This is an optimization exercise on Yosys and OpenROAD, whose aim is a short achievable clock period and few clock cycles, not a production implementation. Where RTL was checked, it was by simulation tests only, not by an equivalence proof against the original. Function not checked in runs 1 and 2: the RTL went through the layout flow alone. Power figures rest on the tool's default switching activity, not on a simulated workload.

===== design/flow/config.mk =====
export PLATFORM = sky130hd
export DESIGN_NAME = datapath
export DESIGN_NICKNAME = datapath
export VERILOG_FILES = /design/flow/design.v
export SDC_FILE = /design/flow/constraint.sdc
export NUM_CORES = 8
export LEC_CHECK = 0
export CAP_MARGIN = 25
export CORE_MARGIN = 2
export CORE_UTILIZATION = 40
export SETUP_SLACK_MARGIN = 3.2
export SLEW_MARGIN = 20

===== design/flow/flow/run.sh =====
#!/bin/bash
# Layout flow: the standard flow, with synthesis mapping the logic through ABC with a
# delay-oriented script (flow/speed.abc) in place of the default one. Everything else,
# including the registers that synthesis produces, is the standard flow's.
set -euo pipefail
here=$(pwd)
bash standard.sh SYNTH_SCRIPT=$here/flow/synth.tcl finish > $here/standard.log 2>&1

===== design/flow/design.v =====
module csa64(input [63:0] x, y, z, output [63:0] s, c);
assign s = x ^ y ^ z;
assign c = ((x & y) | (x & z) | (y & z)) << 1;
endmodule
module booth_enc(input [31:0] b, input sgn, output [50:0] dig);
wire [34:0] bx = {{2{sgn & b[31]}}, b, 1'b0};
genvar i;
generate
	for (i = 0; i < 17; i = i + 1) begin : d
		assign dig[3*i]   = bx[2*i] ^ bx[2*i+1];
		assign dig[3*i+1] = (bx[2*i+2] & ~bx[2*i+1] & ~bx[2*i]) | (~bx[2*i+2] & bx[2*i+1] & bx[2*i]);
		assign dig[3*i+2] = bx[2*i+2] & ~(bx[2*i+1] & bx[2*i]);
	end
endgenerate
endmodule
module mul_pp(input [31:0] a, input sgn, input [50:0] dig, output [511:0] rows);
wire [32:0] ax = {sgn & a[31], a};
reg [64*18-1:0] pp;
integer i, j;
reg one, two, neg;
reg [63:0] m;
always @* begin
	pp = {64*18{1'b0}};
	for (i = 0; i < 17; i = i + 1) begin
		one = dig[3*i];
		two = dig[3*i+1];
		neg = dig[3*i+2];
		m = 64'b0;
		for (j = 0; j < 64; j = j + 1)
			m[j] = (one & ((j < 33) ? ax[j] : ax[32])) | (two & ((j == 0) ? 1'b0 : (j < 34) ? ax[j-1] : ax[32]));
		m = {64{neg}} ^ m;
		pp[64*i +: 64] = m << (2*i);
		pp[64*17 + 2*i] = neg;
	end
end
wire [64*12-1:0] t;
genvar k;
generate
	for (k = 0; k < 6; k = k + 1) begin : l1
		csa64 c(.x(pp[64*(3*k) +: 64]), .y(pp[64*(3*k+1) +: 64]), .z(pp[64*(3*k+2) +: 64]), .s(t[64*(2*k) +: 64]), .c(t[64*(2*k+1) +: 64]));
	end
	for (k = 0; k < 4; k = k + 1) begin : l2
		csa64 c(.x(t[64*(3*k) +: 64]), .y(t[64*(3*k+1) +: 64]), .z(t[64*(3*k+2) +: 64]), .s(rows[128*k +: 64]), .c(rows[128*k+64 +: 64]));
	end
endgenerate
endmodule
module mul_red(input [511:0] rows, output [191:0] out);
wire [63:0] u0, u1, u2, u3, u4, u5, v0, v1, v2, v3;
csa64 c0(.x(rows[0 +: 64]), .y(rows[64 +: 64]), .z(rows[128 +: 64]), .s(u0), .c(u1));
csa64 c1(.x(rows[192 +: 64]), .y(rows[256 +: 64]), .z(rows[320 +: 64]), .s(u2), .c(u3));
assign u4 = rows[384 +: 64];
assign u5 = rows[448 +: 64];
csa64 c2(.x(u0), .y(u1), .z(u2), .s(v0), .c(v1));
csa64 c3(.x(u3), .y(u4), .z(u5), .s(v2), .c(v3));
wire [63:0] w0, w1;
csa64 c4(.x(v0), .y(v1), .z(v2), .s(w0), .c(w1));
assign out = {v3, w1, w0};
endmodule
module mul_red3(input [191:0] rows, output [63:0] s, c);
csa64 c0(.x(rows[0 +: 64]), .y(rows[64 +: 64]), .z(rows[128 +: 64]), .s(s), .c(c));
endmodule
module mul_fin(input [127:0] rows, output [32:0] lo, output [31:0] hi0, hi1);
wire [63:0] s = rows[63:0];
wire [63:0] c = rows[127:64];
assign lo = {1'b0, s[31:0]} + {1'b0, c[31:0]};
assign hi0 = s[63:32] + c[63:32];
wire [32:0] hi1x = {s[63:32], 1'b1} + {c[63:32], 1'b1};
assign hi1 = hi1x[32:1];
endmodule
module datapath (input clock, reset,
		 output [31:0] imem_addr,
		 input  [31:0] imem_rdata,
		 output        dmem_we,
		 output [31:0] dmem_addr, dmem_wdata,
		 input  [31:0] dmem_rdata);
reg [31:2] pcw;		 
reg [31:2] pcx;		 
wire [31:0] pc_f = {pcx, 2'b00};
reg        v_d, pred_d, spred_d, lpf_d;
reg [31:0] ins_d, pc4_d, rsv_d, rtv_d;
reg [31:2] pcs_d;
reg [3:0]  pj4_d;
reg [16:0] blo_d;
reg [13:0] pch_d, pchi_d, pchd_d;
reg        he_rs, he_rt, hm_rs, hm_rt;	 
reg        mf_d, ldst_d;
reg [31:0] a_e, b_e, sd_e, alt_e, bt_e;
reg        sld_e, lta_e, ltb_e;
reg        we_e, ld_e, st_e, br_e, brl_e, inv_e, eq_e, crs_e, mul_e, msg_e, kill_e;
reg [4:0]  wr_e;
reg        arith_e, sub_e, xp_e, xg_e, xt_e, xn_e, xb_e, sls_e, slu_e, mhi_e, mlo_e;
reg [31:0] res_m, sd_m;
reg        we_m, ld_m, st_m;
reg [4:0]  wr_m;
reg        bl_m, inv_l, eq_l, crs_l;
reg [31:0] alt_l, bt_l;
reg [31:0] wd_w;
reg        we_w;
reg [4:0]  wr_w;
reg [31:0] ma, hi0, hi1;
reg [32:0] lo;
reg [50:0] mdig;
reg        msg, mv1, mv2;
reg [511:0] mrows8;
reg [127:0] mrows2;
reg [31:0] rf [1:31];
wire stall_d, redirect, redirect_m;
wire [31:0] redirect_pc;
wire [31:0] memval = ld_m ? dmem_rdata : res_m;
wire [31:0] ins_f = imem_rdata;
wire [4:0]  rs_f = ins_f[25:21];
wire [4:0]  rt_f = ins_f[20:16];
wire [31:0] pc4_f = pc_f + 32'd4;
localparam NL = 8;
localparam LTB = 12;
reg [NL-1:0] lv, lconf;
reg [LTB-1:0] ltag [0:NL-1];
reg [LTB-1:0] ltagp [0:NL-1];	 
reg [7:0]  lcnt [0:NL-1];
reg [7:0]  ltrip [0:NL-1];
reg        lflip_q;
reg [LTB-1:0] ltg_e, ltg_l;
reg        cinv_e, cinv_l, lpf_e, lpf_l;
reg [NL-1:0] lhit_d, lhit_e, lhit_l;
integer lh;
always @* for (lh = 0; lh < NL; lh = lh + 1) lhit_d[lh] = lv[lh] & (ltag[lh] == pcs_d[LTB+1:2]);
wire [5:0]  op_f = ins_f[31:26];
wire jmp_f = op_f == 6'b000010;
wire beq_f = op_f == 6'b000100;
wire bne_f = op_f == 6'b000101;
wire same_f = rs_f == rt_f;
wire [17:0] blo_x = {1'b0, pc_f[17:2], 1'b1} + {1'b0, ins_f[15:0], 1'b1};
wire [16:0] blo_f = blo_x[17:1];
wire [31:0] btgt_f = {pc_f[31:18], blo_f[15:0], 2'b00};
wire spred_f = (beq_f & (same_f | ins_f[15])) | (bne_f & ~same_f);
wire lpf_f = lflip_q & (beq_f | bne_f);	 
wire pred_f = spred_f ^ lpf_f;
wire [31:0] jtgt_f = {pc4_f[31:28], ins_f[25:0], 2'b00};
localparam NJ = 4;
localparam NJB = 2;
reg [NJ-1:0] jv;
reg [29:0] jtag [0:NJ-1];
reg [29:0] jdst [0:NJ-1];
reg [NJ-1:0] jhit_f;
reg [29:0] jt_f;
integer u;
always @* begin
	jt_f = 30'b0;
	for (u = 0; u < NJ; u = u + 1) begin
		jhit_f[u] = jv[u] & (jtag[u] == pcx);
		jt_f = jt_f | ({30{jhit_f[u]}} & jdst[u]);
	end
end
reg        fold_q;
reg [29:0] fdst_q;
wire [31:0] seq_f = fold_q ? {fdst_q, 2'b00} : pc4_f;
wire [31:0] npc_f = jmp_f ? jtgt_f : pred_f ? btgt_f : seq_f;
always @(posedge clock)
begin
	if (reset | redirect) fold_q <= 1'b0;
	else if (~stall_d) fold_q <= (|jhit_f) & ~fold_q & ~jmp_f & ~pred_f;
	if (~stall_d) fdst_q <= jt_f;
end
reg lflip_n;
integer li;
always @* begin
	lflip_n = 1'b0;
	for (li = 0; li < NL; li = li + 1)
		lflip_n = lflip_n | (lv[li] & lconf[li] & (fold_q ? (ltag[li] == fdst_q[LTB-1:0]) : (ltagp[li] == pcx[LTB+1:2])) & (lcnt[li] == ltrip[li]));
end
always @(posedge clock)
begin
	if (reset | redirect) lflip_q <= 1'b0;
	else if (~stall_d) lflip_q <= lflip_n & ~jmp_f & ~pred_f;
end
always @(posedge clock)
begin
	if (reset) pcw <= 30'b0;
	else if (redirect) pcw <= redirect_pc[31:2];
	else if (~stall_d) pcw <= npc_f[31:2];
end
always @(posedge clock or posedge reset)
begin
	if (reset) pcx <= 30'b0;
	else if (redirect) pcx <= redirect_pc[31:2];
	else if (~stall_d) pcx <= npc_f[31:2];
end
assign imem_addr = {pcw, 2'b00};
wire rt0_f = op_f == 6'b000000;
wire [5:0] fn_f = ins_f[5:0];
wire ralu_f = rt0_f & (fn_f == 6'h20 | fn_f == 6'h21 | fn_f == 6'h22 | fn_f == 6'h23 | fn_f == 6'h24 |
		       fn_f == 6'h25 | fn_f == 6'h26 | fn_f == 6'h01 | fn_f == 6'h2a | fn_f == 6'h2b);
wire mul_f = rt0_f & (fn_f == 6'h18 | fn_f == 6'h19);
wire ialu_f = op_f == 6'h08 | op_f == 6'h09 | op_f == 6'h0a | op_f == 6'h0b | op_f == 6'h0c |
	      op_f == 6'h0d | op_f == 6'h0e;
wire urs_f = ralu_f | mul_f | ialu_f | op_f == 6'h23 | op_f == 6'h2b;
wire urt_f = ralu_f | mul_f;
wire mf_f = rt0_f & (fn_f == 6'h10 | fn_f == 6'h12);
wire [31:0] rf_rs = (rs_f == 5'b0) ? 32'b0 : rf[rs_f];
wire [31:0] rf_rt = (rt_f == 5'b0) ? 32'b0 : rf[rt_f];
wire [31:0] rsw_f = (we_w & (wr_w == rs_f)) ? wd_w : rf_rs;
wire [31:0] rtw_f = (we_w & (wr_w == rt_f)) ? wd_w : rf_rt;
wire [31:0] rsv_f = (we_m & (wr_m == rs_f)) ? memval : rsw_f;
wire [31:0] rtv_f = (we_m & (wr_m == rt_f)) ? memval : rtw_f;
wire [5:0] op = ins_d[31:26];
wire [5:0] fn = ins_d[5:0];
wire [4:0] rs = ins_d[25:21];
wire [4:0] rt = ins_d[20:16];
wire [4:0] rd = ins_d[15:11];
wire rtype = op == 6'b000000;
wire f_add  = rtype & (fn == 6'h20 | fn == 6'h21);
wire f_sub  = rtype & (fn == 6'h22 | fn == 6'h23);
wire f_and  = rtype & fn == 6'h24;
wire f_or   = rtype & fn == 6'h25;
wire f_xor  = rtype & fn == 6'h26;
wire f_xnor = rtype & fn == 6'h01;
wire f_slt  = rtype & fn == 6'h2a;
wire f_sltu = rtype & fn == 6'h2b;
wire f_hi   = rtype & fn == 6'h10;
wire f_lo   = rtype & fn == 6'h12;
wire f_mul  = rtype & (fn == 6'h18 | fn == 6'h19);
wire i_add  = op == 6'h08 | op == 6'h09;
wire i_slt  = op == 6'h0a;
wire i_sltu = op == 6'h0b;
wire i_and  = op == 6'h0c;
wire i_or   = op == 6'h0d;
wire i_xor  = op == 6'h0e;
wire i_lui  = op == 6'h0f;
wire i_lw   = op == 6'h23;
wire i_sw   = op == 6'h2b;
wire i_beq  = op == 6'h04;
wire i_bne  = op == 6'h05;
wire i_br   = i_beq | i_bne;
wire r_alu  = f_add | f_sub | f_and | f_or | f_xor | f_xnor | f_slt | f_sltu;
wire i_alu  = i_add | i_slt | i_sltu | i_and | i_or | i_xor;
wire use_imm = i_alu | i_lui | i_lw | i_sw;
wire sub_d  = f_sub | f_slt | f_sltu | i_slt | i_sltu;
wire [4:0] wr_d = rtype ? rd : rt;
wire we_d = (r_alu | f_hi | f_lo | i_alu | i_lui | i_lw) & (wr_d != 5'b0);
wire zext = i_and | i_or | i_xor;
wire [31:0] imm_d = i_lui ? {ins_d[15:0], 16'b0} : {{16{ins_d[15] & ~zext}}, ins_d[15:0]};
wire hit_e_rs = he_rs & we_e;
wire hit_e_rt = he_rt & we_e;
wire [31:0] v_rs = (hm_rs & we_m) ? memval : rsv_d;
wire [31:0] v_rt = (hm_rt & we_m) ? memval : rtv_d;
wire hs = hm_rs & we_m;
wire ht = hm_rt & we_m;
wire eq_rr = rsv_d == rtv_d;
wire eq_ar = res_m == rtv_d;
wire eq_dr = dmem_rdata == rtv_d;
wire eq_ra = rsv_d == res_m;
wire eq_rd = rsv_d == dmem_rdata;
wire eq_d = (hs & ht) | (hs & ~ht & (ld_m ? eq_dr : eq_ar)) | (~hs & ht & (ld_m ? eq_rd : eq_ra)) |
	    (~hs & ~ht & eq_rr);
wire ld_use = ldst_d & we_e;
wire mf_wait = mf_d & (mul_e | mv1 | mv2);
assign stall_d = v_d & (ld_use | mf_wait);
wire go_d = v_d & ~stall_d;
always @(posedge clock)
begin
	if (reset | redirect) v_d <= 1'b0;
	else if (~stall_d) v_d <= 1'b1;
	ldst_d <= ~stall_d & v_d & i_lw & ((wr_d == rs_f & urs_f) | (wr_d == rt_f & urt_f));
	if (stall_d) begin
		rsv_d <= v_rs;
		rtv_d <= v_rt;
		hm_rs <= wr_e == rs;
		hm_rt <= wr_e == rt;
	end else begin
		ins_d <= ins_f;
		pc4_d <= seq_f;
		pcs_d <= pcx;
		pj4_d <= pc4_f[31:28];
		blo_d <= blo_f;
		pch_d <= pc_f[31:18];
		pchi_d <= pc_f[31:18] + 14'd1;
		pchd_d <= pc_f[31:18] - 14'd1;
		pred_d <= pred_f;
		spred_d <= spred_f;
		lpf_d <= lpf_f;
		rsv_d <= rsv_f;
		rtv_d <= rtv_f;
		mf_d <= mf_f;
		he_rs <= wr_d == rs_f;
		he_rt <= wr_d == rt_f;
		hm_rs <= wr_e == rs_f;
		hm_rt <= wr_e == rt_f;
	end
end
wire i_j = op == 6'b000010;
reg        jq_v, jq2_v;
reg [29:0] jq_tag, jq_dst, jq2_tag, jq2_dst;
reg [NJ-1:0] jdup;
integer w;
always @* for (w = 0; w < NJ; w = w + 1) jdup[w] = jv[w] & (jtag[w] == jq_tag);
reg [NJB-1:0] jptr;
always @(posedge clock)
begin
	jq_tag <= pcs_d - 30'd2;
	jq_dst <= {pj4_d, ins_d[25:0]};
	jq2_tag <= jq_tag;
	jq2_dst <= jq_dst;
	if (reset) begin
		jq_v <= 1'b0;
		jq2_v <= 1'b0;
		jv <= {NJ{1'b0}};
		jptr <= {NJB{1'b0}};
	end else begin
		jq_v <= v_d & i_j;
		jq2_v <= jq_v & ~(|jdup);
		if (jq2_v) begin
			jv[jptr] <= 1'b1;
			jtag[jptr] <= jq2_tag;
			jdst[jptr] <= jq2_dst;
			jptr <= jptr + 1'b1;
		end
	end
end
wire [31:0] res_e;
wire fb_d = hit_e_rt & ~use_imm;
wire [31:0] v_b = use_imm ? imm_d : v_rt;
wire [13:0] bhi_d = (blo_d[16] == ins_d[15]) ? pch_d : blo_d[16] ? pchi_d : pchd_d;
wire [31:0] btgt_d = {bhi_d, blo_d[15:0], 2'b00};
wire [31:0] bpre = sub_d ? ~v_b : v_b;
wire fbp = fb_d & ~sub_d;
wire fbn = fb_d & sub_d;
always @(posedge clock)
begin
	if (reset) begin
		kill_e <= 1'b0;
		we_e <= 1'b0; ld_e <= 1'b0; st_e <= 1'b0; br_e <= 1'b0; mul_e <= 1'b0;
	end else begin
		kill_e <= redirect;
		we_e <= go_d & we_d;
		ld_e <= go_d & i_lw;
		st_e <= go_d & i_sw;
		br_e <= go_d & i_br;
		mul_e <= go_d & f_mul;
	end
	wr_e <= wr_d;
	inv_e <= i_bne ^ pred_d;	 
	cinv_e <= i_bne ^ spred_d;	 
	lpf_e <= lpf_d;
	ltg_e <= pcs_d[LTB+1:2];
	lhit_e <= lhit_d;
	eq_e <= eq_d;
	msg_e <= ~fn[0];
	alt_e <= pred_d ? pc4_d : btgt_d;
	bt_e <= btgt_d;
	crs_e <= pred_d & (blo_d[16] != ins_d[15]);
	a_e <= hit_e_rs ? res_e : v_rs;
	b_e <= fbp ? res_e : fbn ? ~res_e : bpre;
	sd_e <= hit_e_rt ? res_e : v_rt;
	sld_e <= hit_e_rt & ld_e;
	lta_e <= hit_e_rs & ld_e;
	ltb_e <= hit_e_rt & ld_e;
	brl_e <= hit_e_rs | hit_e_rt;
	arith_e <= f_add | i_add | i_lw | i_sw | f_sub;
	sub_e <= sub_d;
	xp_e <= f_add | i_add | i_lw | i_sw | f_sub | f_xor | i_xor;
	xg_e <= f_and | i_and;
	xt_e <= f_or | i_or;
	xn_e <= f_xnor;
	xb_e <= i_lui;
	sls_e <= f_slt | i_slt;
	slu_e <= f_sltu | i_sltu;
	mhi_e <= f_hi;
	mlo_e <= f_lo;
end
wire [31:0] a = a_e;
wire [31:0] b = b_e;	 
wire [31:0] g0 = a & b;
wire [31:0] t0 = a | b;
wire [31:0] p0 = a ^ b;
wire [31:0] hi = lo[32] ? hi1 : hi0;
wire [31:0] x = ({32{xp_e}} & p0) | ({32{xg_e}} & g0) | ({32{xt_e}} & t0) | ({32{xn_e}} & ~p0)
	      | ({32{xb_e}} & b_e) | ({32{mhi_e}} & hi) | ({32{mlo_e}} & lo[31:0]);
reg [31:0] g, p, gn, pn;
integer i, l;
always @* begin
	g = g0; p = t0;
	g[0] = g0[0] | (t0[0] & sub_e);
	for (l = 1; l < 32; l = l * 2) begin
		gn = g; pn = p;
		for (i = l; i < 32; i = i + 1) begin
			gn[i] = g[i] | (p[i] & g[i-l]);
			pn[i] = p[i] & p[i-l];
		end
		g = gn; p = pn;
	end
end
wire [31:0] c = {g[30:0], sub_e};
wire [31:0] r = x ^ (c & {32{arith_e}});
wire lt = (sls_e & (p0[31] ? ~g[30] : a[31])) | (slu_e & ~g[31]);
assign res_e = {r[31:1], r[0] | lt};
wire misp_e = eq_e ^ inv_e;
wire redirect_e = br_e & ~kill_e & ~brl_e & (misp_e | crs_e);
wire go_e = ~kill_e & ~redirect_m;	 
wire misp_l = eq_l ^ inv_l;
assign redirect_m = bl_m & (misp_l | crs_l);
assign redirect = redirect_m | redirect_e;
wire lu_m = bl_m;
wire lu_e = br_e & ~kill_e & ~brl_e & ~redirect_m;
reg          lq_v, lq_go, lq_lpf;
reg [NL-1:0] lq_hit;
reg [LTB-1:0] lq_tag;
reg [2:0] lptr;
integer lk;
always @(posedge clock)
begin
	lq_hit <= lu_m ? lhit_l : lhit_e;	 
	lq_go <= lu_m ? ~(eq_l ^ cinv_l) : ~(eq_e ^ cinv_e);	 
	lq_lpf <= lu_m ? lpf_l : lpf_e;
	lq_tag <= lu_m ? ltg_l : ltg_e;
	if (reset) begin
		lq_v <= 1'b0;
		lv <= {NL{1'b0}};
		lptr <= 3'b0;
	end else begin
		lq_v <= lu_m | lu_e;
		if (lq_v) begin
			if (|lq_hit) begin
				for (lk = 0; lk < NL; lk = lk + 1) if (lq_hit[lk]) begin
					if (lq_go) begin
						if (lcnt[lk] != 8'hff) lcnt[lk] <= lcnt[lk] + 8'd1;
						if (lq_lpf) lconf[lk] <= 1'b0;
					end else begin
						ltrip[lk] <= lcnt[lk];
						lconf[lk] <= lcnt[lk] != 8'hff;
						lcnt[lk] <= 8'd0;
					end
				end
			end else if (~lq_go) begin
				lv[lptr] <= 1'b1;
				lconf[lptr] <= 1'b0;
				ltag[lptr] <= lq_tag;
				ltagp[lptr] <= lq_tag - 1'b1;
				lcnt[lptr] <= 8'd0;
				lptr <= lptr + 3'd1;
			end
		end
	end
end
assign redirect_pc = redirect_m ? ((crs_l & ~misp_l) ? bt_l : alt_l) : ((crs_e & ~misp_e) ? bt_e : alt_e);
always @(posedge clock)
begin
	if (reset) begin
		we_m <= 1'b0; ld_m <= 1'b0; st_m <= 1'b0; bl_m <= 1'b0;
	end else begin
		we_m <= we_e & go_e;
		ld_m <= ld_e & go_e;
		st_m <= st_e & go_e;
		bl_m <= br_e & brl_e & go_e;
	end
	wr_m <= wr_e;
	res_m <= res_e;
	sd_m <= sld_e ? dmem_rdata : sd_e;
	inv_l <= inv_e;
	cinv_l <= cinv_e;
	lpf_l <= lpf_e;
	ltg_l <= ltg_e;
	lhit_l <= lhit_e;
	alt_l <= alt_e;
	bt_l <= bt_e;
	crs_l <= crs_e;
	eq_l <= (lta_e & ltb_e) | (lta_e & ~ltb_e & (dmem_rdata == b_e)) | (~lta_e & ltb_e & (a_e == dmem_rdata)) |
		(~lta_e & ~ltb_e & (a_e == b_e));
end
wire [50:0] dig;
wire [511:0] rows8;
wire [191:0] rows3;
wire [127:0] rows2;
wire [32:0] plo;
wire [31:0] phi0, phi1;
booth_enc menc(.b(b_e), .sgn(msg_e), .dig(dig));
mul_pp  mpp(.a(ma), .sgn(msg), .dig(mdig), .rows(rows8));
mul_red mrd(.rows(mrows8), .out(rows3));
mul_red3 mr3(.rows(rows3), .s(rows2[63:0]), .c(rows2[127:64]));
mul_fin mfn(.rows(mrows2), .lo(plo), .hi0(phi0), .hi1(phi1));
always @(posedge clock)
begin
	if (reset) begin
		mv1 <= 1'b0; mv2 <= 1'b0;
	end else begin
		mv1 <= mul_e & go_e;
		mv2 <= mv1;
	end
	if (mul_e & go_e) begin
		ma <= a_e;
		mdig <= dig;
		msg <= msg_e;
	end
	mrows8 <= rows8;
	mrows2 <= rows2;
	lo <= plo;
	hi0 <= phi0;
	hi1 <= phi1;
end
assign dmem_addr = res_m;
assign dmem_wdata = sd_m;
assign dmem_we = st_m;
always @(posedge clock)
begin
	if (reset) we_w <= 1'b0;
	else we_w <= we_m;
	wr_w <= wr_m;
	wd_w <= memval;
end
integer k;
always @(posedge clock)
begin
	if (reset) begin
		for (k = 1; k < 32; k = k + 1) rf[k] <= 32'b0;
	end else if (we_w) begin
		rf[wr_w] <= wd_w;
	end
end
endmodule

===== design/flow/flow/synth.tcl =====
# The standard flow's synthesis script, with the ABC mapping script replaced by flow/speed.abc
set ::speed_abc [file join [file dirname [file normalize [info script]]] speed.abc]
proc abc {args} {
  set i [lsearch $args -script]
  lset args [expr {$i + 1}] $::speed_abc
  yosys abc {*}$args
}
source [file join [file dirname [file dirname [file normalize [info script]]]] synth_recipe.tcl]

===== design/flow/standard.sh =====
#!/bin/bash
# synth_recipe.tcl (not shown) runs the flow's synth.tcl, then flattens the netlist and writes it again
# the make line also repeats each setting of config.mk as NAME=value (left out here)
make -C /OpenROAD-flow-scripts/flow DESIGN_CONFIG=/design/flow/config.mk WORK_HOME=/design/flow/orfs CLKGATE_MAP_FILE= SYNTH_SCRIPT=/design/flow/synth_recipe.tcl "${@:-finish}"

===== design/flow/flow/speed.abc =====
&get -n
&st
&dch
&nf
&put
buffer -c
topo
stime -c
upsize -c
dnsize -c

===== design/flow/constraint.sdc =====
create_clock -name core_clock -period 5.8 [get_ports {clock}]
set_input_delay 1.1600 -clock core_clock [delete_from_list [all_inputs] [get_ports {clock}]]
set_output_delay 1.1600 -clock core_clock [all_outputs]
set_load 0.01 [all_outputs]

==> results.sh, run 1 <==
export IMPL_via_count=118500
export IMPL_synth_warning_count=3
export IMPL_endpoint_kind="flip-flop"
export IMPL_busiest_layer="met2"
export IMPL_hold_path_depth=0
export IMPL_setup_violations=0
export IMPL_maxCapViolations=0
export IMPL_h_tree_depth=5
export IMPL_vias_per_cell=6.070
export IMPL_ios=163
export IMPL_final_common_cell="edfxtp_1"
export IMPL_grtUsageTotal=0.2910
export IMPL_cp_top_family="simple AND/OR/NAND/NOR gates"
export IMPL_slew_headroom=0.1374
export IMPL_hold_path_class="reg -> reg"
export IMPL_wl_um=619000
export IMPL_synthTopCellsByArea="edfxtp_1, dfxtp_1, mux4_2"
export IMPL_fillerInstances=34760
export IMPL_nets=14870
export IMPL_multiInputGateArea_sq_um=78830
export IMPL_start_util=0.4017
export IMPL_final_period_utilization=0.5114
export IMPL_grt_use_met1=0.3834
export IMPL_fin_tns_setup_ps=0
export IMPL_netlist_area_sq_um=160500
export IMPL_fp_dieW_um=637.4
export IMPL_final_cell_mix="edfxtp_1, dfxtp_1, and2_1"
export IMPL_dp_cells=18140
export IMPL_grt_max_degree=95
export IMPL_ys_types=85
export IMPL_rr_endpoint="lflip_q$_SDFFE_PP0N_"
export IMPL_ys_flop_type="edfxtp_1"
export IMPL_die_area_sq_um=406200
export IMPL_finalMaxSlewViolations=0
export IMPL_gp_congestion=1.052
export IMPL_ys_seq_elements=3102
export IMPL_seq_area_frac_synth=0.4994
export IMPL_cp_arrival_ps=3840
export IMPL_yosys_area_top_type="edfxtp_1"
export IMPL_drt_drc_violations_left=0
export IMPL_port_buffers=160
export IMPL_synth_cells=13330
export IMPL_avgSynthCellArea_sq_um=12.03
export IMPL_stdcell_count=19530
export IMPL_postCtsHoldBufs=0
export IMPL_min_from="bt_e[16]$_DFF_P_"
export IMPL_rsz0062_at_grt="true"
export IMPL_worstMarginPinSlew_ps=1282
export IMPL_cts_path_max_buffers=4
export IMPL_regArea_sq_um=80560
export IMPL_grt_pass1_vias=114100
export IMPL_dp_hpwl_um=395400
export IMPL_overflow=0
export IMPL_met2_usage=0.4301
export IMPL_max_clock_freq_mhz=337.2
export IMPL_cts_sinks=3102
export IMPL_slowest_delay_ps=530
export IMPL_r2r_start="pcx[12]$_DFFE_PP0P_"
export IMPL_ir_worst_vdd_mv=0.2831
export IMPL_path_clk_slew_ps=60
export IMPL_drt_iter0_markers=16310
export IMPL_crit_path_cell_trace="buf_4, xor2_1, nor4_4, a31oi_4, nor4_2, a31oi_1, nand4_1, nand4b_1, nand4_1, a21boi_1"
export IMPL_synthArstFlopShare=0.009671
export IMPL_skew_ps=106.1
export IMPL_cts_made_buffers=349
export IMPL_core_area_sq_um=399400
export IMPL_hold_path_end="bt_l[16]$_DFF_P_"
export IMPL_period_minus_slack_ps=2966
export IMPL_clock_latency_ps=1000
export IMPL_status="finished clean"
export IMPL_synth_edf_count=1787
export IMPL_grt_pass1_wl_um=855200
export IMPL_cp_slowest_cell="nand4b_1"
export IMPL_crit_type="reg -> reg"
export IMPL_cts_root_buffer="clkbuf_16"
export IMPL_area_growth_pct=21.74
export IMPL_num_rows=232
export IMPL_hold_viol_final=0
export IMPL_reg2reg_slack_ps=2830
export IMPL_grtUsageMet3=0.07305
export IMPL_routedWlPerCell_um=31.70
export IMPL_cp_required_ps=6670
export IMPL_path_common_cell="nand4_1"
export IMPL_ant_nets=0
export IMPL_drive_above_1_share=0.2451
export IMPL_antenna_found_initial=30
export IMPL_leakage_uw=0.07507
export IMPL_die_h_um=637.4
export IMPL_first_pass_iters=12
export IMPL_yosys_area_top_type_share=0.3344
export IMPL_rr_worst_depth=10
export IMPL_cp_max_fo=10
export IMPL_p_per_area_nw_per_um2=318.6
export IMPL_worst_path_buf_inv=1
export IMPL_cts_tree="yes"
export IMPL_cp_start_kind="flip-flop"
-- cell type report --
| cell class | instances | area share |
|---|---|---|
| diodes | 15 | 0.0001922 |
| clock buffers | 482 | 0.05031 |
| clock inverters | 168 | 0.009826 |
| inverters | 873 | 0.01801 |
| multi-input cells | 8307 | 0.4036 |
| flip-flops and latches | 3102 | 0.4124 |
| well taps | 5265 | 0.03372 |
| repair buffers | 1310 | 0.07165 |
| repair inverters | 5 | 0.0002818 |
-- synth_stat cells, drive strengths merged, types with 142 or more instances --
cell       n
clkbuf   888
ha       283
and2    1015
buf      173
inv      866
nand3    150
dfxtp   1285
fa       572
xor2     804
edfxtp  1787
a221oi   142
a22oi    546
xnor2    640
o21ai    526
nor2     638
nand2    387
a21oi    465
nor4     180
mux4     512
-- layer usage --
metal,part of all wire,vias to the layer above,routed length [um]
met5,0.000087,-,54
met4,0.075,10,46170
met3,0.11,1670,71120
met2,0.43,7866,265900
met1,0.38,59900,235700
li1,-,49090,-
-- report_power, final --
group / switching, uW / leakage, uW / internal (uW)
logic: 7120 / 0.0403 / 4860
clock network: 9770 / 0.00574 / 13100
registers: 1810 / 0.0290 / 25600
-- kinds of logic after synthesis --
family | after synthesis | share of synthesized area
flip-flops | 3102 | 0.4994
AND/OR/NAND/NOR | 2785 | 0.09188
AO/OA/AOI/OAI | 2502 | 0.1053
buffers and inverters | 1934 | 0.04611
XOR/XNOR | 1444 | 0.07882
adder cells (fa/ha/maj) | 855 | 0.09343
multiplexers | 711 | 0.08499
other | 1 | 0.00002337
-- repair_timing --
action                                   CTS  global route
setup buffers                            409           251
pin swaps                                230           336
endpoints found under the setup margin  2810          1185
gates resized for setup                 1534           696
gates cloned                              32            32
-- stage by stage --
stage               hold slack [ps]  power [uW]  setup slack [ps]  utilization  area (sq um)
floorplan                     309.6       32280              2382            -        161300
CTS                           288.5       60810              2740       0.4745        189500
global placement              309.8       36590             956.8       0.4227        168800
finish                        284.9       62240              2834       0.4890        195300
detailed placement            312.1       36600             992.6       0.4234        169100
global route                  298.8       63790              2804       0.4890        195300
-- how the worst max path moves through the flow --
stage / to / startpoint / slack (ps) / cells past startpoint
2_1_floorplan: ma[0]$_DFFE_PP_ / inv_l$_DFF_P_ / 2380 / 4
3_3_place_gp: pcw[13]$_SDFFE_PP0P_ / imem_rdata[16] / 960 / 11
3_5_place_dp: pcw[17]$_SDFFE_PP0P_ / imem_rdata[16] / 990 / 11
4_1_cts: jq_tag[26]$_DFF_P_ / pcs_d[6]$_DFFE_PN_ / 2740 / 11
5_1_grt: pcw[28]$_SDFFE_PP0P_ / pcx[3]$_DFFE_PP0P_ / 2800 / 14
6_report: lflip_q$_SDFFE_PP0N_ / pcx[12]$_DFFE_PP0P_ / 2830 / 10
-- sequential cells by signal, summed over array words and instances (netlist names), 33 cells and up --
signal and count:
lo 33, lcnt 64, mdig 50, jtag 120
rf 1024, mrows8 336, ltrip 64, jdst 120
ltagp 96, ltag 96, mrows2 123
==> inputs of run 2 (changes only) <==
--- a/design/flow/design.v
+++ b/design/flow/design.v
@@ -113,6 +113,6 @@
 wire [31:0] pc4_f = pc_f + 32'd4;
 localparam NL = 8;
-localparam LTB = 12;
-reg [NL-1:0] lv, lconf;
+localparam LTB = 10;
+reg [NL-1:0] lv, lconf, lex;	 
 reg [LTB-1:0] ltag [0:NL-1];
 reg [LTB-1:0] ltagp [0:NL-1];	 
@@ -167,5 +167,5 @@
 	lflip_n = 1'b0;
 	for (li = 0; li < NL; li = li + 1)
-		lflip_n = lflip_n | (lv[li] & lconf[li] & (fold_q ? (ltag[li] == fdst_q[LTB-1:0]) : (ltagp[li] == pcx[LTB+1:2])) & (lcnt[li] == ltrip[li]));
+		lflip_n = lflip_n | (lv[li] & lconf[li] & (fold_q ? (ltag[li] == fdst_q[LTB-1:0]) : (ltagp[li] == pcx[LTB+1:2])) & lex[li]);
 end
 always @(posedge clock)
@@ -290,4 +290,16 @@
 wire i_j = op == 6'b000010;
 reg        jq_v, jq2_v;
+wire [29:0] jx = pcs_d;
+reg  [29:0] jdec2;
+reg         jzero;
+integer jz;
+always @* begin
+	jdec2[0] = jx[0];
+	jzero = 1'b1;			 
+	for (jz = 1; jz < 30; jz = jz + 1) begin
+		jdec2[jz] = jx[jz] ^ jzero;
+		jzero = jzero & ~jx[jz];
+	end
+end
 reg [29:0] jq_tag, jq_dst, jq2_tag, jq2_dst;
 reg [NJ-1:0] jdup;
@@ -297,5 +309,5 @@
 always @(posedge clock)
 begin
-	jq_tag <= pcs_d - 30'd2;
+	jq_tag <= jdec2;
 	jq_dst <= {pj4_d, ins_d[25:0]};
 	jq2_tag <= jq_tag;
@@ -425,8 +437,10 @@
 						if (lcnt[lk] != 8'hff) lcnt[lk] <= lcnt[lk] + 8'd1;
 						if (lq_lpf) lconf[lk] <= 1'b0;
+						lex[lk] <= ~lq_lpf & lconf[lk] & (lcnt[lk] != 8'hff) & (lcnt[lk] + 8'd1 == ltrip[lk]);
 					end else begin
 						ltrip[lk] <= lcnt[lk];
 						lconf[lk] <= lcnt[lk] != 8'hff;
 						lcnt[lk] <= 8'd0;
+						lex[lk] <= lcnt[lk] == 8'd0;
 					end
 				end
@@ -434,4 +448,5 @@
 				lv[lptr] <= 1'b1;
 				lconf[lptr] <= 1'b0;
+				lex[lptr] <= 1'b0;
 				ltag[lptr] <= lq_tag;
 				ltagp[lptr] <= lq_tag - 1'b1;
==> run 2 against run 1 <==
Still clean. Global-route usage fell by 1.5 points. Combinational power fell by 9%. Synthesized area fell by 0.12%. Utilization fell by 0.71 points. First-iteration DRC count fell by 12%. Count of clock-buffer cells in the layout rose by 5. Final area fell by 1.5%. Flip-flop and latch count fell by 30. Critical endpoint is now jq_tag[29]$_DFF_P_.
==> results.sh, run 2 <==
export IMPL_fillerInstances=34880
export IMPL_ios=163
export IMPL_worstMarginPinSlew_ps=1106
export IMPL_yosys_area_top_type="edfxtp_1"
export IMPL_ant_nets=0
export IMPL_cts_sinks=3072
export IMPL_start_util=0.4015
export IMPL_core_area_sq_um=399100
export IMPL_final_util=0.4819
export IMPL_crit_end="jq_tag[29]$_DFF_P_"
export IMPL_ys_types=99
export IMPL_synth_most_common_cell="edfxtp_1"
export IMPL_cp_top_family="adder cells"
export IMPL_cts_tree="yes"
export IMPL_worst_path_buf_inv=1
export IMPL_cts_root_buffer="clkbuf_16"
export IMPL_maxCapViolations=0
export IMPL_area_growth_pct=20.02
export IMPL_antenna_found_initial=32
export IMPL_first_pass_iters=12
export IMPL_gp_congestion=0.9733
export IMPL_endpoint_kind="flip-flop"
export IMPL_ir_worst_vdd_mv=0.2832
export IMPL_seq_area_frac_synth=0.4948
export IMPL_synth_cells=13430
export IMPL_leakage_uw=0.07326
export IMPL_dp_hpwl_um=371100
export IMPL_postCtsHoldBufs=0
export IMPL_drive_above_1_share=0.2333
export IMPL_fp_dieW_um=637.0
export IMPL_hold_viol_final=0
export IMPL_routedWlPerCell_um=29.90
export IMPL_final_cell_mix="edfxtp_1, dfxtp_1, and2_1"
export IMPL_grt_max_degree=107
export IMPL_final_common_cell="edfxtp_1"
export IMPL_path_clk_slew_ps=60
export IMPL_stdcell_area_sq_um=192300
export IMPL_path_depth=29
export IMPL_skew_ps=75.36
export IMPL_cp_required_ps=6650
export IMPL_largest_register_ffs=1024
export IMPL_cp_arrival_ps=5840
export IMPL_h_tree_depth=5
export IMPL_reg2reg_slack_ps=810
export IMPL_grt_pass1_vias=112900
export IMPL_placed_area_sq_um=168500
export IMPL_crit_type="reg -> reg"
export IMPL_dp_cells=18150
export IMPL_drt_drc_violations_left=0
export IMPL_multiInputGateArea_sq_um=78890
export IMPL_r2r_start="pcs_d[3]$_DFFE_PN_"
export IMPL_rsz0062_at_grt="true"
export IMPL_status="finished clean"
export IMPL_num_rows=232
export IMPL_synthTopCellsByArea="edfxtp_1, dfxtp_1, mux4_2"
export IMPL_nets=14790
export IMPL_overflow=0
export IMPL_fin_tns_setup_ps=0
export IMPL_max_clock_freq_mhz=200.4
export IMPL_period_minus_slack_ps=4990
export IMPL_cts_made_buffers=348
export IMPL_slowest_delay_ps=400
export IMPL_die_area_sq_um=405700
export IMPL_top_register="rf"
export IMPL_finalMaxSlewViolations=0
export IMPL_ys_top_cells_by_count="edfxtp_1, dfxtp_1, and2_1"
export IMPL_cp_max_fo=2
export IMPL_regArea_sq_um=79740
export IMPL_hold_path_class="reg -> reg"
export IMPL_die_h_um=637.0
export IMPL_top_regs="rf (1024), mrows8 (336), mrows2 (123)"
export IMPL_final_period_utilization=0.8603
export IMPL_rr_worst_depth=29
export IMPL_ys_seq_elements=3072
export IMPL_rr_endpoint="jq_tag[29]$_DFF_P_"
export IMPL_path_common_cell="ha_4"
export IMPL_cp_startpoint="pcs_d[3]$_DFFE_PN_"
export IMPL_cts_path_max_buffers=4
export IMPL_netlist_area_sq_um=160300
export IMPL_synth_edf_count=1763
export IMPL_yosys_area_top_type_share=0.3303
export IMPL_power_uw=60680
export IMPL_p_per_area_nw_per_um2=315.5
export IMPL_grtUsageTotal=0.2759
export IMPL_cp_start_kind="flip-flop"
export IMPL_cp_slowest_cell="edfxtp_1"
export IMPL_ys_flop_type="edfxtp_1"
export IMPL_via_count=115000
export IMPL_grt_pass1_wl_um=817900
export IMPL_vias_per_cell=5.924
export IMPL_synthArstFlopShare=0.009766
export IMPL_clock_latency_ps=980
export IMPL_slew_headroom=0.2557
export IMPL_port_buffers=160
export IMPL_stdcell_count=19420
export IMPL_setup_violations=0
export IMPL_synth_warning_count=3
export IMPL_avgSynthCellArea_sq_um=11.94
export IMPL_wl_um=580600
export IMPL_drt_iter0_markers=14380
run 2: worst reg2reg max path: cells and delay by family (launching register included):
family / cells / cell delay, ps
xor gates and xnor gates: 1 / 130
adders and majority gates: 27 / 4250
DFF: 1 / 400
buffers and inverters: 1 / 50
run 2: per-layer routing:
metal	vias to the layer above	global-route usage	share of wire
li1	48750	-	-
met1	58270	0.3664	0.39
met2	6492	0.4329	0.46
met3	1495	0.04552	0.093
met4	14	0.1488	0.064
met5	-	0	0.00013
run 2: cell type report:
| type | instances | share of cell area |
|---|---|---|
| antenna | 16 | 0.0002082 |
| clock buffer | 487 | 0.05125 |
| multi-input combinational | 8373 | 0.4101 |
| tap | 5265 | 0.03425 |
| timing repair buffer | 1112 | 0.06066 |
| clock inverter | 161 | 0.01002 |
| sequential | 3072 | 0.4146 |
| inverter | 930 | 0.01892 |
run 2: worst min path at each step:
stage / startpoint / end / slack, ps / depth (start not counted)
6_report: mrows2[0]$_DFF_P_ / lo[0]$_DFF_P_ / 310 / 0
5_1_grt: reset / pcx[2]$_DFFE_PP0P_ / 290 / 2
4_1_cts: reset / pcx[6]$_DFFE_PP0P_ / 280 / 2
3_5_place_dp: jq_dst[11]$_DFF_P_ / jq2_dst[11]$_DFF_P_ / 310 / 0
3_3_place_gp: jq_dst[10]$_DFF_P_ / jq2_dst[10]$_DFF_P_ / 310 / 0
2_1_floorplan: jq_dst[0]$_DFF_P_ / jq2_dst[0]$_DFF_P_ / 310 / 0
run 2: logic make-up after synthesis:
| group | count (synthesis) | synth area share |
|---|---|---|
| other | 1 | 0.00002340 |
| flip-flops | 3072 | 0.4948 |
| XOR/XNOR | 1386 | 0.07579 |
| adder cells (fa/ha/maj) | 888 | 0.09612 |
| AO/OA/AOI/OAI | 2493 | 0.1036 |
| AND/OR/NAND/NOR | 2824 | 0.09170 |
| buffers and inverters | 1991 | 0.04809 |
| multiplexers | 771 | 0.08987 |
run 2: through the flow:
stage | hold slack [ps] | setup WS [ps]
detailed placement | 312.1 | 627.8
CTS | 282.7 | 829.5
finish | 305.6 | 810.5
global route | 294.7 | 705.1
global placement | 309.7 | 673.4
floorplan | 309.6 | 856.4
run 2: power by group:
group	switching (uW)	total [uW]	internal [uW]
Combinational	6350	10900	4590
Sequential	1660	26900	25200
Clock	9690	22900	13200
run 2: repair_timing:
| item | 4_1_cts | 5_1_grt |
|---|---|---|
| setup endpoints to repair | 2736 | 1011 |
| buffers inserted | 396 | 159 |
| cloned | 25 | 16 |
| pin swaps | 230 | 249 |
| gates resized for setup | 1605 | 567 |
| hold endpoints to repair | 0 | 0 |
==> inputs of run 3 (changes only) <==
--- a/design/flow/design.v
+++ b/design/flow/design.v
@@ -289,40 +289,35 @@
 end
 wire i_j = op == 6'b000010;
-reg        jq_v, jq2_v;
-wire [29:0] jx = pcs_d;
-reg  [29:0] jdec2;
-reg         jzero;
-integer jz;
-always @* begin
-	jdec2[0] = jx[0];
-	jzero = 1'b1;			 
-	for (jz = 1; jz < 30; jz = jz + 1) begin
-		jdec2[jz] = jx[jz] ^ jzero;
-		jzero = jzero & ~jx[jz];
-	end
-end
-reg [29:0] jq_tag, jq_dst, jq2_tag, jq2_dst;
+reg        jq_v, jq2_v, jq3_v;
+reg [16:0] jq_lo;
+reg [13:0] jq_hi;
+reg [29:0] jq_dst, jq2_tag, jq2_dst, jq3_tag, jq3_dst;
 reg [NJ-1:0] jdup;
 integer w;
-always @* for (w = 0; w < NJ; w = w + 1) jdup[w] = jv[w] & (jtag[w] == jq_tag);
+always @* for (w = 0; w < NJ; w = w + 1) jdup[w] = jv[w] & (jtag[w] == jq2_tag);
 reg [NJB-1:0] jptr;
 always @(posedge clock)
 begin
-	jq_tag <= jdec2;
+	jq_lo <= {1'b0, pcs_d[17:2]} - 17'd2;
+	jq_hi <= pcs_d[31:18];
 	jq_dst <= {pj4_d, ins_d[25:0]};
-	jq2_tag <= jq_tag;
+	jq2_tag <= {jq_hi - {13'b0, jq_lo[16]}, jq_lo[15:0]};
 	jq2_dst <= jq_dst;
+	jq3_tag <= jq2_tag;
+	jq3_dst <= jq2_dst;
 	if (reset) begin
 		jq_v <= 1'b0;
 		jq2_v <= 1'b0;
+		jq3_v <= 1'b0;
 		jv <= {NJ{1'b0}};
 		jptr <= {NJB{1'b0}};
 	end else begin
 		jq_v <= v_d & i_j;
-		jq2_v <= jq_v & ~(|jdup);
-		if (jq2_v) begin
+		jq2_v <= jq_v;
+		jq3_v <= jq2_v & ~(|jdup);
+		if (jq3_v) begin
 			jv[jptr] <= 1'b1;
-			jtag[jptr] <= jq2_tag;
-			jdst[jptr] <= jq2_dst;
+			jtag[jptr] <= jq3_tag;
+			jdst[jptr] <= jq3_dst;
 			jptr <= jptr + 1'b1;
 		end
==> run 3 against run 2 <==
Synthesized area up 0.23%. Final area is 0.43% higher. Sequential power increased by 3%. Clock skew down 18 ps. Global-route usage rose by 0.47 points. Critical path type unchanged.
==> results.sh, run 3 <==
export IMPL_nets=14800
export IMPL_ant_nets=0
export IMPL_ios=163
export IMPL_worst_path_buf_inv=5
export IMPL_final_cell_mix="edfxtp_1, dfxtp_1, and2_1"
export IMPL_seq_area_frac_synth=0.5014
export IMPL_yosys_area_top_type="edfxtp_1"
export IMPL_synth_most_common_cell="edfxtp_1"
export IMPL_setup_slack_ps=2890
export IMPL_die_h_um=637.7
export IMPL_ir_worst_vdd_mv=0.2578
export IMPL_gp_congestion=1.005
export IMPL_synthTopCellsByArea="edfxtp_1, dfxtp_1, mux4_2"
export IMPL_final_util=0.4836
export IMPL_period_minus_slack_ps=2910
export IMPL_cp_start_kind="flip-flop"
export IMPL_maxCapViolations=0
export IMPL_worstMarginPinSlew_ps=1188
export IMPL_setup_violations=0
export IMPL_cts_tree="yes"
export IMPL_wl_um=596400
export IMPL_start_util=0.4022
export IMPL_holdWs_ps=284.3
export IMPL_via_count=115700
export IMPL_antenna_found_initial=23
export IMPL_clock_latency_ps=1010
export IMPL_skew_ps=57.57
export IMPL_synthSimpleGateAreaFrac=0.09314
export IMPL_synth_cells=13440
export IMPL_yosys_area_top_type_share=0.3296
export IMPL_ys_flop_type="edfxtp_1"
export IMPL_port_buffers=160
export IMPL_status="finished clean"
export IMPL_vias_per_cell=5.952
export IMPL_crit_type="reg -> reg"
export IMPL_cp_required_ps=6690
export IMPL_crit_path_cell_trace="inv_4, ha_4, or4_4, nand3b_1, a211oi_4, buf_4, o31ai_4, o22ai_4, a22oi_2, xor2_2, buf_4, buf_6, inv_2"
export IMPL_area_growth_pct=20.26
export IMPL_drt_drc_violations_left=0
export IMPL_cts_path_max_buffers=4
export IMPL_dp_hpwl_um=392500
export IMPL_netlist_area_sq_um=160600
export IMPL_routedWlPerCell_um=30.68
export IMPL_rsz0062_at_grt="true"
export IMPL_yosys_area_share_adder=0.09411
export IMPL_final_common_cell="edfxtp_1"
export IMPL_synth_mux_area_frac=0.08387
export IMPL_top_register="rf"
export IMPL_hold_viol_final=0
export IMPL_dp_cells=18190
export IMPL_h_tree_depth=5
export IMPL_hold_path_class="reg -> reg"
export IMPL_synthXorXnorAreaFrac=0.07770
export IMPL_slew_headroom=0.2073
export IMPL_largest_register_ffs=1024
export IMPL_synth_edf_count=1763
export IMPL_synthArstFlopShare=0.009572
export IMPL_top_regs="rf (1024), mrows8 (336), mrows2 (123)"
export IMPL_cp_arrival_ps=3800
export IMPL_cts_sinks=3134
export IMPL_cp_slowest_cell="or4_4"
export IMPL_num_rows=232
export IMPL_synth_warning_count=3
export IMPL_ys_types=93
export IMPL_p_per_area_nw_per_um2=320.4
export IMPL_fin_tns_setup_ps=0
export IMPL_stdcell_count=19440
export IMPL_fp_dieW_um=637.7
export IMPL_slowest_delay_ps=540
export IMPL_die_area_sq_um=406700
export IMPL_dp_slack_ps=1545
export IMPL_drive_above_1_share=0.2271
export IMPL_ys_top_cells_by_count="edfxtp_1, dfxtp_1, and2_1"
export IMPL_grt_pass1_wl_um=830900
export IMPL_path_common_cell="buf_4"
export IMPL_path_clk_slew_ps=70
export IMPL_max_clock_freq_mhz=343.7
export IMPL_final_period_utilization=0.5017
export IMPL_overflow=0
export IMPL_endpoint_kind="flip-flop"
export IMPL_cp_top_family="simple AND/OR/NAND/NOR gates"
export IMPL_cts_made_buffers=346
export IMPL_finalMaxSlewViolations=0
export IMPL_core_area_sq_um=399400
export IMPL_first_pass_iters=10
export IMPL_cts_root_buffer="clkbuf_16"
export IMPL_grt_max_degree=84
export IMPL_cp_max_fo=3
export IMPL_ys_seq_elements=3134
export IMPL_leakage_uw=0.07356
export IMPL_synth_top_family_by_area="compound AO/OA/AOI/OAI gates"
export IMPL_postCtsHoldBufs=0
export IMPL_synth_compound_area_frac=0.1037
export IMPL_grtUsageTotal=0.2807
export IMPL_grt_pass1_vias=112200
export IMPL_avgSynthCellArea_sq_um=11.96
export IMPL_fillerInstances=34940
export IMPL_drt_iter0_markers=15130
==> run 3: cell types whose count changed in the layout (fill, tap and decap cells not counted), moves of 27 or more <==
cell / before / now
ha_4: 63 / 33
dfxtp_1: 1111 / 1160
o21ai_1: 69 / 96
mux2i_1: 135 / 65
o211ai_1: 50 / 87
buf_4: 659 / 619
nor2_1: 624 / 655
xor2_1: 607 / 650
inv_1: 832 / 798
dfxtp_4: 72 / 100
==> run 3: cells by family (layout without fill, tap and decap cells) <==
family,count (synthesis),in the layout
multiplexers,695,695
flip-flops,3134,3134
AND/OR/NAND/NOR,2872,2895
buffers and inverters,1927,2622
adder cells (fa/ha/maj),865,865
other,1,18
AO/OA/AOI/OAI,2516,2520
XOR/XNOR,1425,1425
==> run 3: worst reg2reg max path, stage by stage (launching register included) <==
cell	delay (ps)
dfxtp_4	380
inv_4	40
ha_4	160
or4_4	540
nand3b_1	240
a211oi_4	240
buf_4	170
o31ai_4	90
o22ai_4	180
a22oi_2	110
xor2_2	330
buf_4	210
buf_6	100
inv_2	20
==> run 3: where the power goes <==
group	leakage [uW]	switching (uW)	total, uW	internal (uW)
sequential	0.0292	1920	27700	25800
clock	0.00589	9760	23500	13700
combinational	0.0385	6350	10700	4350
==> run 3: metrics by stage <==
step | power (uW) | area, sq um
after global routing | 63520 | 193100
final | 61900 | 193200
after detailed placement | 36180 | 168800
after floorplan | 32170 | 161400
after global placement | 36130 | 168500
after CTS | 60900 | 188800
==> run 3: area by class of cell <==
cell class	instances	area (sq um)	share of cell area
timing repair buffer	1093	11940	0.06180
antenna	15	37.54	0.0001943
tap	5265	6588	0.03410
clock inverter	169	2197	0.01137
multi-input combinational	8403	77980	0.4037
timing repair inverter	1	6.256	0.00003239
sequential	3134	81060	0.4196
clock buffer	469	9866	0.05107
inverter	890	3496	0.01810
==> run 3: final timing paths <==
kind	to	startpoint	cells past startpoint	slack, ps
hold / removal	jq3_dst[23]$_DFF_P_	jq2_dst[23]$_DFF_P_	0	280
setup reg to reg	res_m[25]$_DFF_P_	b_e[12]$_DFF_P_	13	2890
min in group asynchronous	pcx[10]$_DFFE_PP0P_	reset	3	960
max in group asynchronous	pcx[4]$_DFFE_PP0P_	reset	3	4100
hold reg to reg	jq3_dst[23]$_DFF_P_	jq2_dst[23]$_DFF_P_	0	280
setup / recovery	res_m[25]$_DFF_P_	b_e[12]$_DFF_P_	13	2890
==> run 3: metal layers <==
metal / vias to the layer above / track usage / routed length (um)
li1: 48890 / - / -
met1: 58590 / 0.3731 / 231500
met2: 6765 / 0.4378 / 268400
met3: 1449 / 0.05656 / 58620
met4: 10 / 0.1386 / 37790
met5: - / 0 / 76
==> run 3: timing repair <==
item	in CTS	in global routing
endpoints found under the setup margin	2763	1009
setup buffers	361	173
hold endpoints to repair	0	0
gates cloned	32	29
gates resized for setup	1559	601
pin swaps	256	246
Testbench counts of run 3, summed over its fixed seeds: cycles 52,403.
==> inputs of run 4 (changes only) <==
--- a/design/flow/config.mk
+++ b/design/flow/config.mk
@@ -6,7 +6,7 @@
 export NUM_CORES = 8
 export LEC_CHECK = 0
-export CAP_MARGIN = 25
+export CAP_MARGIN = 20
 export CORE_MARGIN = 2
 export CORE_UTILIZATION = 40
-export SETUP_SLACK_MARGIN = 3.2
+export SETUP_SLACK_MARGIN = 3.3
 export SLEW_MARGIN = 20
==> run 4 against run 3 <==
Still clean on timing, DRC and antenna. Hold slack is essentially flat. Count of clock-buffer cells in the layout is 15 lower. Via count up 2.2%. Critical endpoint is now mrows2[62]$_DFF_P_.
==> results.sh, run 4 <==
export IMPL_antenna_found_initial=38
export IMPL_overflow=0
export IMPL_regArea_sq_um=81070
export IMPL_multiInputGateArea_sq_um=79690
export IMPL_grtUsageTotal=0.2887
export IMPL_first_pass_iters=8
export IMPL_max_clock_freq_mhz=349.7
export IMPL_cts_path_max_buffers=4
export IMPL_cp_slowest_cell="fa_2"
export IMPL_crit_type="reg -> reg"
export IMPL_fp_dieW_um=637.7
export IMPL_cp_max_fo=3
export IMPL_cts_made_buffers=342
export IMPL_synth_most_common_cell="edfxtp_1"
export IMPL_cp_arrival_ps=3690
export IMPL_die_h_um=637.7
export IMPL_dp_slack_ps=1278
export IMPL_ios=163
export IMPL_clock_latency_ps=970
export IMPL_via_count=118300
export IMPL_die_area_sq_um=406700
export IMPL_status="finished clean"
export IMPL_ys_types=93
export IMPL_seq_area_frac_synth=0.5014
export IMPL_placed_area_sq_um=168600
export IMPL_ys_top_cells_by_count="edfxtp_1, dfxtp_1, and2_1"
export IMPL_drive_above_1_share=0.2625
export IMPL_worstMarginPinSlew_ps=1171
export IMPL_skew_ps=53.25
export IMPL_hold_path_class="in -> async"
export IMPL_rsz0062_at_grt="true"
export IMPL_seq_power_share=0.444
export IMPL_path_common_cell="fa_2"
export IMPL_cp_start_kind="flip-flop"
export IMPL_synthArstFlopShare=0.009572
export IMPL_area_growth_pct=22.94
export IMPL_ant_nets=0
export IMPL_finalMaxSlewViolations=0
export IMPL_p_per_area_nw_per_um2=314.8
export IMPL_top_regs="rf (1024), mrows8 (336), mrows2 (123)"
export IMPL_maxCapViolations=0
export IMPL_hold_viol_final=0
export IMPL_gp_congestion=1.029
export IMPL_yosys_area_top_type="edfxtp_1"
export IMPL_dp_hpwl_um=383600
export IMPL_p_switching_uw=18380
export IMPL_avgSynthCellArea_sq_um=11.96
export IMPL_synth_warning_count=3
export IMPL_cell_internal_pwr_uw=43800
export IMPL_h_tree_depth=5
export IMPL_leakage_uw=0.07527
export IMPL_routedWlPerCell_um=31.15
export IMPL_final_period_utilization=0.4930
export IMPL_synthTopCellsByArea="edfxtp_1, dfxtp_1, mux4_2"
export IMPL_top_register="rf"
export IMPL_slew_headroom=0.2184
export IMPL_port_buffers=160
export IMPL_setup_violations=0
export IMPL_swShare=0.2956
export IMPL_drt_drc_violations_left=0
export IMPL_largest_register_ffs=1024
export IMPL_cts_tree="yes"
export IMPL_fin_tns_setup_ps=0
export IMPL_nets=15040
export IMPL_synth_edf_count=1763
export IMPL_grt_pass1_vias=115600
export IMPL_ir_worst_vdd_mv=0.2445
export IMPL_netlist_area_sq_um=160600
export IMPL_stdcell_area_sq_um=197500
export IMPL_grt_pass1_wl_um=848900
export IMPL_power_uw=62170
export IMPL_fillerInstances=34370
export IMPL_start_util=0.4022
export IMPL_path_clk_slew_ps=70
export IMPL_vias_per_cell=6.013
export IMPL_final_cell_mix="edfxtp_1, dfxtp_1, and2_1"
export IMPL_ys_flop_type="edfxtp_1"
export IMPL_grt_max_degree=83
export IMPL_slowest_delay_ps=680
export IMPL_period_minus_slack_ps=2860
export IMPL_yosys_area_top_type_share=0.3296
export IMPL_cts_sinks=3134
export IMPL_drt_iter0_markers=15580
export IMPL_cp_required_ps=6640
export IMPL_p_comb_frac=0.188
export IMPL_synth_cells=13440
export IMPL_cts_root_buffer="clkbuf_16"
export IMPL_setup_slack_ps=2940
export IMPL_wl_um=612600
export IMPL_ys_seq_elements=3134
export IMPL_crit_path_cell_trace="fa_2, inv_2, fa_1, inv_2, fa_2, fa_2"
export IMPL_endpoint_kind="flip-flop"
export IMPL_reg2reg_slack_ps=2940
export IMPL_clkPwrFrac=0.368
export IMPL_num_rows=232
export IMPL_core_area_sq_um=399400
export IMPL_final_common_cell="edfxtp_1"
## run 4: cell count changes in the layout (fill, tap and decap cells not counted), moves of 32 or more
cell	before	now
a221oi_1	102	68
inv_1	798	762
buf_6	204	236
fa_1	543	491
o21ai_0	440	368
buf_4	619	774
fa_2	29	81
## run 4: metrics by stage
step / hold WS [ps] / cells / util
2_1_floorplan: 309.6 / 13440 / -
3_3_place_gp: 310.0 / 18180 / 0.4218
3_5_place_dp: 312.1 / 18180 / 0.4221
4_1_cts: 253.1 / 19350 / 0.4794
5_1_grt: 275.1 / 19660 / 0.4943
6_report: 284.1 / 19670 / 0.4944
## run 4: final timing paths
| path | from | end | cells after the start |
|---|---|---|---|
| min | reset | pcx[12]$_DFFE_PP0P_ | 2 |
| min reg2reg | jq_dst[9]$_DFF_P_ | jq2_dst[9]$_DFF_P_ | 0 |
| min in group core_clock | jq_dst[9]$_DFF_P_ | jq2_dst[9]$_DFF_P_ | 0 |
| max in group asynchronous | reset | pcx[22]$_DFFE_PP0P_ | 2 |
| max | mrows8[127]$_DFF_P_ | mrows2[62]$_DFF_P_ | 6 |
| max reg2reg | mrows8[127]$_DFF_P_ | mrows2[62]$_DFF_P_ | 6 |
## run 4: layout make-up
cell class | count | area share
antenna | 14 | 0.0001774
clock buffer | 454 | 0.04897
clock inverter | 173 | 0.009979
timing repair inverter | 2 | 0.0001394
sequential | 3134 | 0.4105
timing repair buffer | 1337 | 0.07520
multi-input combinational | 8400 | 0.4035
tap | 5265 | 0.03336
inverter | 890 | 0.01811
## run 4: timing repair
action	CTS	global route
resized for setup	1976	811
hold buffers	0	0
pin swaps	389	386
setup endpoints to repair	2889	1231
buffers inserted	474	277
gates cloned	68	25
## run 4: critical path, delay by kind of cell (launching register included)
kind | cells | cell delay (ps)
buffers and inverters | 2 | 150
adders and majority gates | 4 | 2210
DFF | 1 | 360
## run 4: per-layer routing
layer / part of all wire / track usage / vias up
met4: 0.076 / 0.1774 / 22
met1: 0.37 / 0.3673 / 59630
met2: 0.45 / 0.4476 / 7398
met3: 0.11 / 0.06613 / 1811
li1: - / - / 49400
met5: 0.00023 / 0 / -
## run 4: cells by family after synthesis
kind of cell               synth area share
other                            0.00002335
AOI/OAI and AO/OA                    0.1037
buffers and inverters               0.04604
DFF                                  0.5014
xor gates and xnor gates            0.07770
adders and majority gates           0.09411
and+or+nand+nor                     0.09314
muxes                               0.08387
## run 4: power by group through the flow
stage	Sequential (uW)	Clock (uW)	Combinational, uW
after floorplan	27000	0	5160
after global placement	28100	0	8060
after detailed placement	28100	0	8050
after CTS	27600	23000	10100
after global routing	27700	23800	12100
final	27600	22900	11700
==> inputs of run 5 (changes only) <==
==> design/flow/flow/run.sh (replaced) <==
#!/bin/bash
# Layout flow: the standard flow, with synthesis mapping the logic through ABC with a
# delay-oriented script (flow/speed.abc) in place of the default one, and the ports
# buffered with sky130_fd_sc_hd__buf_8 (the default choice is a slow delay cell).
# Everything else, including the registers that synthesis produces, is the standard flow's.
set -euo pipefail
here=$(pwd)
bash standard.sh SYNTH_SCRIPT=$here/flow/synth.tcl "BUFFER_PORTS_ARGS=-buffer_cell sky130_fd_sc_hd__buf_8" finish > $here/standard.log 2>&1
--- a/design/flow/config.mk
+++ b/design/flow/config.mk
@@ -6,7 +6,7 @@
 export NUM_CORES = 8
 export LEC_CHECK = 0
-export CAP_MARGIN = 20
+export CAP_MARGIN = 25
 export CORE_MARGIN = 2
 export CORE_UTILIZATION = 40
-export SETUP_SLACK_MARGIN = 3.3
+export SETUP_SLACK_MARGIN = 3.2
 export SLEW_MARGIN = 20
==> run 5 against run 4 <==
Still clean. Non-clock buffer count decreased by 240. Sequential share of layout area grew 0.94 points. Wire length shrank 1.9%. Critical path type unchanged. Critical endpoint is now a_e[21]$_DFF_P_.
==> results.sh, run 5 <==
export IMPL_status="finished clean"
export IMPL_final_period_utilization=0.5015
export IMPL_routedWlPerCell_um=30.92
export IMPL_ant_nets=0
export IMPL_p_per_area_nw_per_um2=318.3
export IMPL_dp_cells=18200
export IMPL_nets=14790
export IMPL_stdcell_count=19430
export IMPL_clock_latency_ps=980
export IMPL_port_buffers=160
export IMPL_hold_viol_final=0
export IMPL_hold_path_class="reg -> reg"
export IMPL_seq_area_frac_synth=0.5014
export IMPL_worstMarginPinSlew_ps=1042
export IMPL_setup_slack_ps=2891
export IMPL_drt_iter0_markers=15230
export IMPL_start_util=0.4022
export IMPL_rr_worst_depth=12
export IMPL_rr_endpoint="a_e[21]$_DFF_P_"
export IMPL_area_growth_pct=20.18
export IMPL_max_clock_freq_mhz=343.8
export IMPL_ys_seq_elements=3134
export IMPL_grtUsageTotal=0.2866
export IMPL_h_tree_depth=5
export IMPL_overflow=0
export IMPL_yosys_area_top_type="edfxtp_1"
export IMPL_cts_made_buffers=344
export IMPL_die_h_um=637.7
export IMPL_wl_um=600800
export IMPL_grt_max_degree=110
export IMPL_synth_most_common_cell="edfxtp_1"
export IMPL_vias_per_cell=6.013
export IMPL_top_regs="rf (1024), mrows8 (336), mrows2 (123)"
export IMPL_via_count=116800
export IMPL_synth_edf_count=1763
export IMPL_die_area_sq_um=406700
export IMPL_r2r_start="b_e[12]$_DFF_P_"
export IMPL_fillerInstances=34890
export IMPL_first_pass_iters=9
export IMPL_cp_startpoint="b_e[12]$_DFF_P_"
export IMPL_core_area_sq_um=399400
export IMPL_finalMaxSlewViolations=0
export IMPL_gp_congestion=0.9815
export IMPL_ir_worst_vdd_mv=0.2566
export IMPL_ys_types=93
export IMPL_endpoint_kind="flip-flop"
export IMPL_setup_violations=0
export IMPL_cp_start_kind="flip-flop"
export IMPL_crit_type="reg -> reg"
export IMPL_grt_pass1_vias=114600
export IMPL_top_register="rf"
export IMPL_postCtsHoldBufs=0
export IMPL_maxCapViolations=0
export IMPL_period_minus_slack_ps=2909
export IMPL_skew_ps=57.66
export IMPL_synthArstFlopShare=0.009572
export IMPL_ys_top_cells_by_count="edfxtp_1, dfxtp_1, and2_1"
export IMPL_cp_arrival_ps=3770
export IMPL_antenna_found_initial=27
export IMPL_netlist_area_sq_um=160600
export IMPL_cts_sinks=3134
export IMPL_holdWs_ps=315.7
export IMPL_multiInputGateArea_sq_um=77750
export IMPL_cts_tree="yes"
export IMPL_fin_tns_setup_ps=0
export IMPL_drt_drc_violations_left=0
export IMPL_largest_register_ffs=1024
export IMPL_slew_headroom=0.3054
export IMPL_leakage_uw=0.07350
export IMPL_cts_root_buffer="clkbuf_16"
export IMPL_fp_dieW_um=637.7
export IMPL_cts_path_max_buffers=4
export IMPL_ys_flop_type="edfxtp_1"
export IMPL_avgSynthCellArea_sq_um=11.96
export IMPL_cp_max_fo=3
export IMPL_final_common_cell="edfxtp_1"
export IMPL_drive_above_1_share=0.2305
export IMPL_cp_required_ps=6660
export IMPL_path_clk_slew_ps=60
export IMPL_ios=163
export IMPL_num_rows=232
export IMPL_grt_pass1_wl_um=844000
export IMPL_rsz0062_at_grt="true"
export IMPL_reg2reg_slack_ps=2890
export IMPL_synthTopCellsByArea="edfxtp_1, dfxtp_1, mux4_2"
export IMPL_final_cell_mix="edfxtp_1, dfxtp_1, and2_1"
export IMPL_synth_cells=13440
export IMPL_crit_end="a_e[21]$_DFF_P_"
export IMPL_regArea_sq_um=81060
export IMPL_dp_slack_ps=1272
export IMPL_synth_warning_count=3
export IMPL_dp_hpwl_um=386600
export IMPL_yosys_area_top_type_share=0.3296
## run 5: what timing repair did
action	4_1_cts	5_1_grt
setup endpoints to repair	2502	1118
buffers inserted	324	200
gates resized for setup	1042	504
endpoints found under the hold margin	0	0
pin swaps	229	250
cloned	48	11
## run 5: worst min-delay path by stage
| stage | from | endpoint | slack, ps | cells after the start |
|---|---|---|---|---|
| 2_1_floorplan | jq_dst[0]$_DFF_P_ | jq2_dst[0]$_DFF_P_ | 310 | 0 |
| 3_3_place_gp | jq_dst[8]$_DFF_P_ | jq2_dst[8]$_DFF_P_ | 310 | 0 |
| 3_5_place_dp | jq_dst[10]$_DFF_P_ | jq2_dst[10]$_DFF_P_ | 310 | 0 |
| 4_1_cts | jq2_dst[26]$_DFF_P_ | jq3_dst[26]$_DFF_P_ | 310 | 0 |
| 5_1_grt | jq2_dst[26]$_DFF_P_ | jq3_dst[26]$_DFF_P_ | 320 | 0 |
| 6_report | jq_dst[28]$_DFF_P_ | jq2_dst[28]$_DFF_P_ | 320 | 0 |
## run 5: layout make-up
cell class                 count  share of cell area
antenna                        7          0.00009074
clock buffer                 476             0.05157
clock inverter               166            0.008685
inverter                     890             0.01820
multi-input combinational   8395              0.4028
sequential                  3134              0.4199
tap                         5265             0.03412
timing repair buffer        1097             0.06468
## run 5: logic make-up (layout without fill, tap and decap cells)
logic type | after synthesis | in the layout | share of synthesized area
AOI/OAI and AO/OA | 2516 | 2517 | 0.1037
xor gates and xnor gates | 1425 | 1425 | 0.07770
adders and majority gates | 865 | 865 | 0.09411
buffers and inverters | 1927 | 2629 | 0.04604
DFF | 3134 | 3134 | 0.5014
muxes | 695 | 695 | 0.08387
other | 1 | 10 | 0.00002335
and+or+nand+nor | 2872 | 2890 | 0.09314
## run 5: worst max-delay path, stage by stage (launching register included)
cell and delay (ps):
dfxtp_4 380, inv_4 40, ha_4 170, or4_4 540, nand3b_1 220, a211oi_4 360
o31ai_4 120, o22ai_4 210, xor2_2 260, buf_4 160, buf_6 110, nor2_4 30
a21oi_2 190
## run 5: through the flow
stage | total power (uW) | util | instance area [sq um]
2_1_floorplan | 32170 | - | 161400
5_1_grt | 63040 | 0.4833 | 193000
3_3_place_gp | 36230 | 0.4237 | 169200
6_report | 61450 | 0.4833 | 193000
4_1_cts | 60450 | 0.4734 | 189100
3_5_place_dp | 36270 | 0.4246 | 169600
## run 5: per-layer routing
| metal | track usage | part of all wire | routed length, um | vias to the layer above |
|---|---|---|---|---|
| li1 | - | - | - | 48870 |
| met1 | 0.3738 | 0.38 | 228900 | 58980 |
| met2 | 0.4407 | 0.44 | 266800 | 7279 |
| met3 | 0.06638 | 0.11 | 65060 | 1687 |
| met4 | 0.1595 | 0.066 | 39940 | 14 |
| met5 | 0 | 0.00016 | 97 | - |
## run 5: where the power goes
| group | switching (uW) | internal [uW] |
|---|---|---|
| Clock | 9660 | 13100 |
| Sequential | 2040 | 25800 |
| Combinational | 6350 | 4550 |

Check on run 5: ideal ports give 2.891 ns setup slack; a clkbuf_16 on the clock port and buf_2 on the inputs give 2.891 ns; moving port delays by the midpoint clock arrival (1.084 ns) as well gives 1.870 ns.
